This design comes from an exercise in tuning for small area, a short achievable clock period and few clock cycles on the open sky130 flow, not from production work. Only simulation tests tie the RTL to the original design; equivalence was not proved. No activity file was given, so power comes from the tool's default toggle rates.

Setup of lane 2:
// LCD_CTRL
module LCD_CTRL(
    input clk, cmd_valid, reset,
    input [3:0] cmd,
    input [7:0] IROM_Q,
    output IRAM_valid, IROM_rd, busy, done,
    output [5:0] IROM_A,
    output [5:0] IRAM_A,
    output [7:0] IRAM_D
);
==> flow/config.mk <==
export PLATFORM = sky130hd
export DESIGN_NAME = LCD_CTRL
export DESIGN_NICKNAME = LCD_CTRL
export VERILOG_FILES = /design/flow/design.v
export SDC_FILE = /design/flow/constraint.sdc
export NUM_CORES = 8
export LEC_CHECK = 0
export ABC_AREA = 1
export CAP_MARGIN = 20
export CORE_MARGIN = 2
export CORE_UTILIZATION = 55
export CTS_CLUSTER_DIAMETER = 100
export CTS_CLUSTER_SIZE = 24
export SLEW_MARGIN = 20
export SYNTH_HIERARCHICAL = 1
==> flow/constraint.sdc <==
create_clock -name core_clock -period 10.0 [get_ports {clk}]
set_input_delay 2.0000 -clock core_clock [delete_from_list [all_inputs] [get_ports {clk}]]
set_output_delay 2.0000 -clock core_clock [all_outputs]
set_load 0.01 [all_outputs]
standard.sh (not shown) runs the stock make flow with config.mk's settings and CLKGATE_MAP_FILE= SYNTH_SCRIPT=/design/flow/synth_recipe.tcl, a recipe that flattens the netlist after the stock synthesis.
==> flow/flow/run.sh <==
#!/bin/bash
# The standard layout with three changes: plain buffers on the ports; in the otherwise standard
# (hierarchical) synthesis, the pixel banks (module lcd_bank) are mapped by an area-oriented ABC
# script (flow/bank.script) and the rest by the standard one; timing repair aiming for a setup
# slack of 6.85 ns at the 10 ns clock.
set -euo pipefail
here=$(pwd)
cat > own_synth.tcl <<EOF2
proc abc {args} {
  set i [lsearch -exact \$args -script]
  set a2 \$args
  lset a2 [expr {\$i + 1}] $here/flow/bank.script
  yosys abc {*}\$a2 lcd_bank
  yosys abc {*}\$args LCD_CTRL
}
EOF2
cat synth_recipe.tcl >> own_synth.tcl
export BUFFER_PORTS_ARGS="-buffer_cell sky130_fd_sc_hd__buf_4"
bash standard.sh SYNTH_SCRIPT=$here/own_synth.tcl SETUP_SLACK_MARGIN=6.85 finish > standard.log 2>&1
==> flow/flow/bank.script <==
strash
dch
amap
topo
stime -c
Lane 2 finished every step from synthesis to the final layout, and the layout passed the timing, design-rule and antenna checks.
Testbench counts of lane 2, summed over its fixed seeds: cycles 10,934.
Here is what was changed in the inputs of lane 4 compared with lane 2.
diff --git a/flow/flow/run.sh b/flow/flow/run.sh
--- a/flow/flow/run.sh
+++ b/flow/flow/run.sh
@@ -5 +5 @@
-# slack of 6.85 ns at the 10 ns clock.
+# slack of 7 ns at the 10 ns clock.
@@ -19 +19 @@
-bash standard.sh SYNTH_SCRIPT=$here/own_synth.tcl SETUP_SLACK_MARGIN=6.85 finish > standard.log 2>&1
+bash standard.sh SYNTH_SCRIPT=$here/own_synth.tcl SETUP_SLACK_MARGIN=7 finish > standard.log 2>&1
### Flow results
- Of lane 4 and lane 2, lane 2 shows the lower signed area change from the synthesized netlist to the final layout, with lane 4 above it.
- In terms of sequential power, lane 2 and lane 4 differ only marginally.
- In lane 4, the routing usage on met1 came out 1.5 points above the value in lane 2.
- Looking at start point of the critical path, the ram_v$_DFFE_PP0N_ result is from lane 4; the ram_d[0]$_DFF_P_ one comes from lane 2.
- Going from lane 2 to lane 4, the total internal power was found to have gone up by 0.068 mW.
- Final weighted congestion of routability-driven global placement (lane 4 vs. lane 2) decreases by a few percent
- Lane 4 vs lane 2 — number of antenna violations at the first check in global routing dropped 2.
- The run with more routed wire is lane 4, not lane 2.
- Lane 4 vs. lane 2: share of power burned in combinational logic went up by 1.2 points.

* * *

LCD_CTRL, a different RTL version from the one above (not shown whole).
For scale: roughly 2800 cells after synthesis, about 680 flip-flops, ~39 I/O pins.
export LEC_CHECK = 0
export ABC_AREA = 1
export CAP_MARGIN = 20
export CORE_MARGIN = 2
export CORE_UTILIZATION = 55
export CTS_CLUSTER_DIAMETER = 110
export CTS_CLUSTER_SIZE = 27
export SLEW_MARGIN = 20
export SYNTH_HIERARCHICAL = 1
create_clock -name core_clock -period 10.0 [get_ports {clk}]
==> flow/flow/run.sh <==
#!/bin/bash
# The standard layout with three changes: plain buffers on the ports; in the otherwise standard
# (hierarchical) synthesis, the pixel banks (module lcd_bank) are mapped by an area-oriented ABC
# script (flow/bank.script) and the rest by the standard one; timing repair aiming for a setup
# slack of 7 ns at the 10 ns clock.
set -euo pipefail
here=$(pwd)
cat > own_synth.tcl <<EOF2
proc abc {args} {
  set i [lsearch -exact \$args -script]
  set a2 \$args
  lset a2 [expr {\$i + 1}] $here/flow/bank.script
  yosys abc {*}\$a2 lcd_bank
  yosys abc {*}\$args LCD_CTRL
}
EOF2
cat synth_recipe.tcl >> own_synth.tcl
export BUFFER_PORTS_ARGS="-buffer_cell sky130_fd_sc_hd__buf_4"
bash standard.sh SYNTH_SCRIPT=$here/own_synth.tcl SETUP_SLACK_MARGIN=7 finish > standard.log 2>&1
Scripts as last shown in full above: flow/flow/bank.script
Testbench counts at the start, summed over its fixed seeds: cycles 11,201.
==> next run, changes <==
--- a/flow/flow/run.sh
+++ b/flow/flow/run.sh
@@ -4,3 +4,3 @@
 # script (flow/bank.script) and the rest by the standard one; timing repair aiming for a setup
-# slack of 7 ns at the 10 ns clock.
+# slack of 6.9 ns at the 10 ns clock.
 set -euo pipefail
@@ -18,2 +18,2 @@
 export BUFFER_PORTS_ARGS="-buffer_cell sky130_fd_sc_hd__buf_4"
-bash standard.sh SYNTH_SCRIPT=$here/own_synth.tcl SETUP_SLACK_MARGIN=7 finish > standard.log 2>&1
+bash standard.sh SYNTH_SCRIPT=$here/own_synth.tcl SETUP_SLACK_MARGIN=6.9 finish > standard.log 2>&1
CTS_CLUSTER_DIAMETER = 100   (was 110)
CTS_CLUSTER_SIZE = 24   (was 27)
Outcome:
- The changed run completed with no timing, DRC or antenna violations
- final area decreases by 0.31%
- total power decreases by 1.6%
- sequential share of layout area goes up by 0.13 points
- hold slack barely changes
- final cell count stays the same

* * *

## amber
Another version of the RTL of LCD_CTRL (not shown whole).
Size in the first run: roughly 32000 µm² of cells after synthesis.
Settings: LEC_CHECK=0, ABC_AREA=1, CAP_MARGIN=20, CORE_MARGIN=2, CORE_UTILIZATION=55, SLEW_MARGIN=20, SYNTH_HIERARCHICAL=1; clock period 10.0 ns.
==> flow/flow/run.sh <==
#!/bin/bash
# The standard layout with three changes: plain buffers on the ports; in the otherwise standard
# (hierarchical) synthesis, the pixel banks (module lcd_bank) are mapped by an area-oriented ABC
# script (flow/bank.script) and the rest by the standard one; timing repair aiming for a setup
# slack of 6.85 ns at the 10 ns clock.
set -euo pipefail
here=$(pwd)
cat > own_synth.tcl <<EOF2
proc abc {args} {
  set i [lsearch -exact \$args -script]
  set a2 \$args
  lset a2 [expr {\$i + 1}] $here/flow/bank.script
  yosys abc {*}\$a2 lcd_bank
  yosys abc {*}\$args LCD_CTRL
}
EOF2
cat synth_recipe.tcl >> own_synth.tcl
export BUFFER_PORTS_ARGS="-buffer_cell sky130_fd_sc_hd__buf_4"
bash standard.sh SYNTH_SCRIPT=$here/own_synth.tcl SETUP_SLACK_MARGIN=6.85 finish > standard.log 2>&1
Scripts as last shown in full above: flow/flow/bank.script
Testbench counts of amber, summed over its fixed seeds: cycles 11,240.
Inputs modified between amber and raven:
==> flow/flow/run.sh <==
#!/bin/bash
# The standard layout with three changes: plain buffers on the ports; in the otherwise standard
# (hierarchical) synthesis, the pixel banks (module lcd_bank) are mapped by an area-oriented ABC
# script (flow/bank.script) and the rest by flow/top.script; timing repair aiming for a setup
# slack of 7 ns at the 10 ns clock.
set -euo pipefail
here=$(pwd)
cat > own_synth.tcl <<EOF2
proc abc {args} {
  set i [lsearch -exact \$args -script]
  set a2 \$args
  lset a2 [expr {\$i + 1}] $here/flow/bank.script
  yosys abc {*}\$a2 lcd_bank
  lset a2 [expr {\$i + 1}] $here/flow/top.script
  yosys abc {*}\$a2 LCD_CTRL
}
EOF2
cat synth_recipe.tcl >> own_synth.tcl
export BUFFER_PORTS_ARGS="-buffer_cell sky130_fd_sc_hd__buf_4"
bash standard.sh SYNTH_SCRIPT=$here/own_synth.tcl SETUP_SLACK_MARGIN=7 finish > standard.log 2>&1
==> flow/flow/top.script (new file) <==
strash
dch -f
map -B 0.9
topo
stime -c
buffer -c
upsize -c
dnsize -c
raven against amber: sum of routed wire length over all layers rose 1.4%; cell count after synthesis fell 0.77%; die area fell 350 µm²; maximum vdd ir drop fell 13%.
--- input diff raven..xenon ---
Settings: CTS_CLUSTER_DIAMETER: unset -> 100; CORE_UTILIZATION: 55 -> 62; CTS_CLUSTER_SIZE: unset -> 24.
--- a/flow/flow/run.sh
+++ b/flow/flow/run.sh
@@ -2,5 +2,5 @@
 # The standard layout with three changes: plain buffers on the ports; in the otherwise standard
 # (hierarchical) synthesis, the pixel banks (module lcd_bank) are mapped by an area-oriented ABC
-# script (flow/bank.script) and the rest by flow/top.script; timing repair aiming for a setup
+# script (flow/bank.script) and the rest by the standard one; timing repair aiming for a setup
 # slack of 7 ns at the 10 ns clock.
 set -euo pipefail
@@ -12,6 +12,5 @@
   lset a2 [expr {\$i + 1}] $here/flow/bank.script
   yosys abc {*}\$a2 lcd_bank
-  lset a2 [expr {\$i + 1}] $here/flow/top.script
-  yosys abc {*}\$a2 LCD_CTRL
+  yosys abc {*}\$args LCD_CTRL
 }
 EOF2
removed: flow/flow/top.script
Results
xenon vs. raven: XOR/XNOR share of the synthesized area now sits at about the same level; quantity of gates resized following cts now larger; maximum achievable frequency picked up an extra 1.3%.
Here is what was changed in the inputs of garnet compared with xenon.
Settings: CORE_UTILIZATION now 55, was 62.
Notes after the runs:
Between garnet and xenon, actual slew at the worst max-slew pin is lower for xenon, garnet comes in above that. Setup slack (higher): xenon. In the metrics for garnet and xenon, the one carrying the higher global-route wire length before repair is garnet. Looking at maximum frequency, garnet sits about 1% below xenon. Re initial standard-cell utilization of the core: garnet is 7.0 points down on xenon. garnet ends up with higher power density over cell area than xenon does. Against xenon, garnet comes in 0.31 points higher on final worst-path cycle share. Comparing garnet and xenon, area growth from synthesis to layout is higher on xenon. On layout net count, garnet and xenon are basically level. Power: garnet draws more than xenon.

-- what the ideal ports hide --
Ports are ideal in the flow. The routed layouts listed here were re-timed in OpenROAD.
Step 1 (the two cells are an assumption about what drives the block):
set clk [get_ports {clk}]
set_driving_cell -lib_cell sky130_fd_sc_hd__clkbuf_16 $clk
set_driving_cell -lib_cell sky130_fd_sc_hd__buf_2 [delete_from_list [all_inputs] $clk]
Step 2, shift: input delay + t, output delay - t, t = (earliest + latest rising clock arrival at the registers) / 2. This alone moves slack from input paths to output paths.
a / b / c = no drivers / after step 1 / after step 2; a / b = the first two.
run	shift t [ns]	setup WS [ns]	cell pins on the clock port's net
lane 2	0.641	6.857 / 6.791 / 6.408	1
lane 4	0.643	6.806 / 6.745 / 6.467	1
the first run of note 2	0.704	6.793 / 6.727 / 6.275	1
the second run of note 2	0.645	6.852 / 6.787 / 6.255	1
amber	0.671	6.734 / 6.765 / 6.094	1
raven	0.678	6.821 / 6.787 / 6.398	1
xenon	0.645	6.860 / 6.799 / 6.355	1
garnet	0.650	6.830 / 6.762 / 6.371	1
After both steps every run listed still meets setup and hold. The setup slack of amber, which loses most, moves by +0.031 ns with the drivers and by -0.640 ns with both steps.
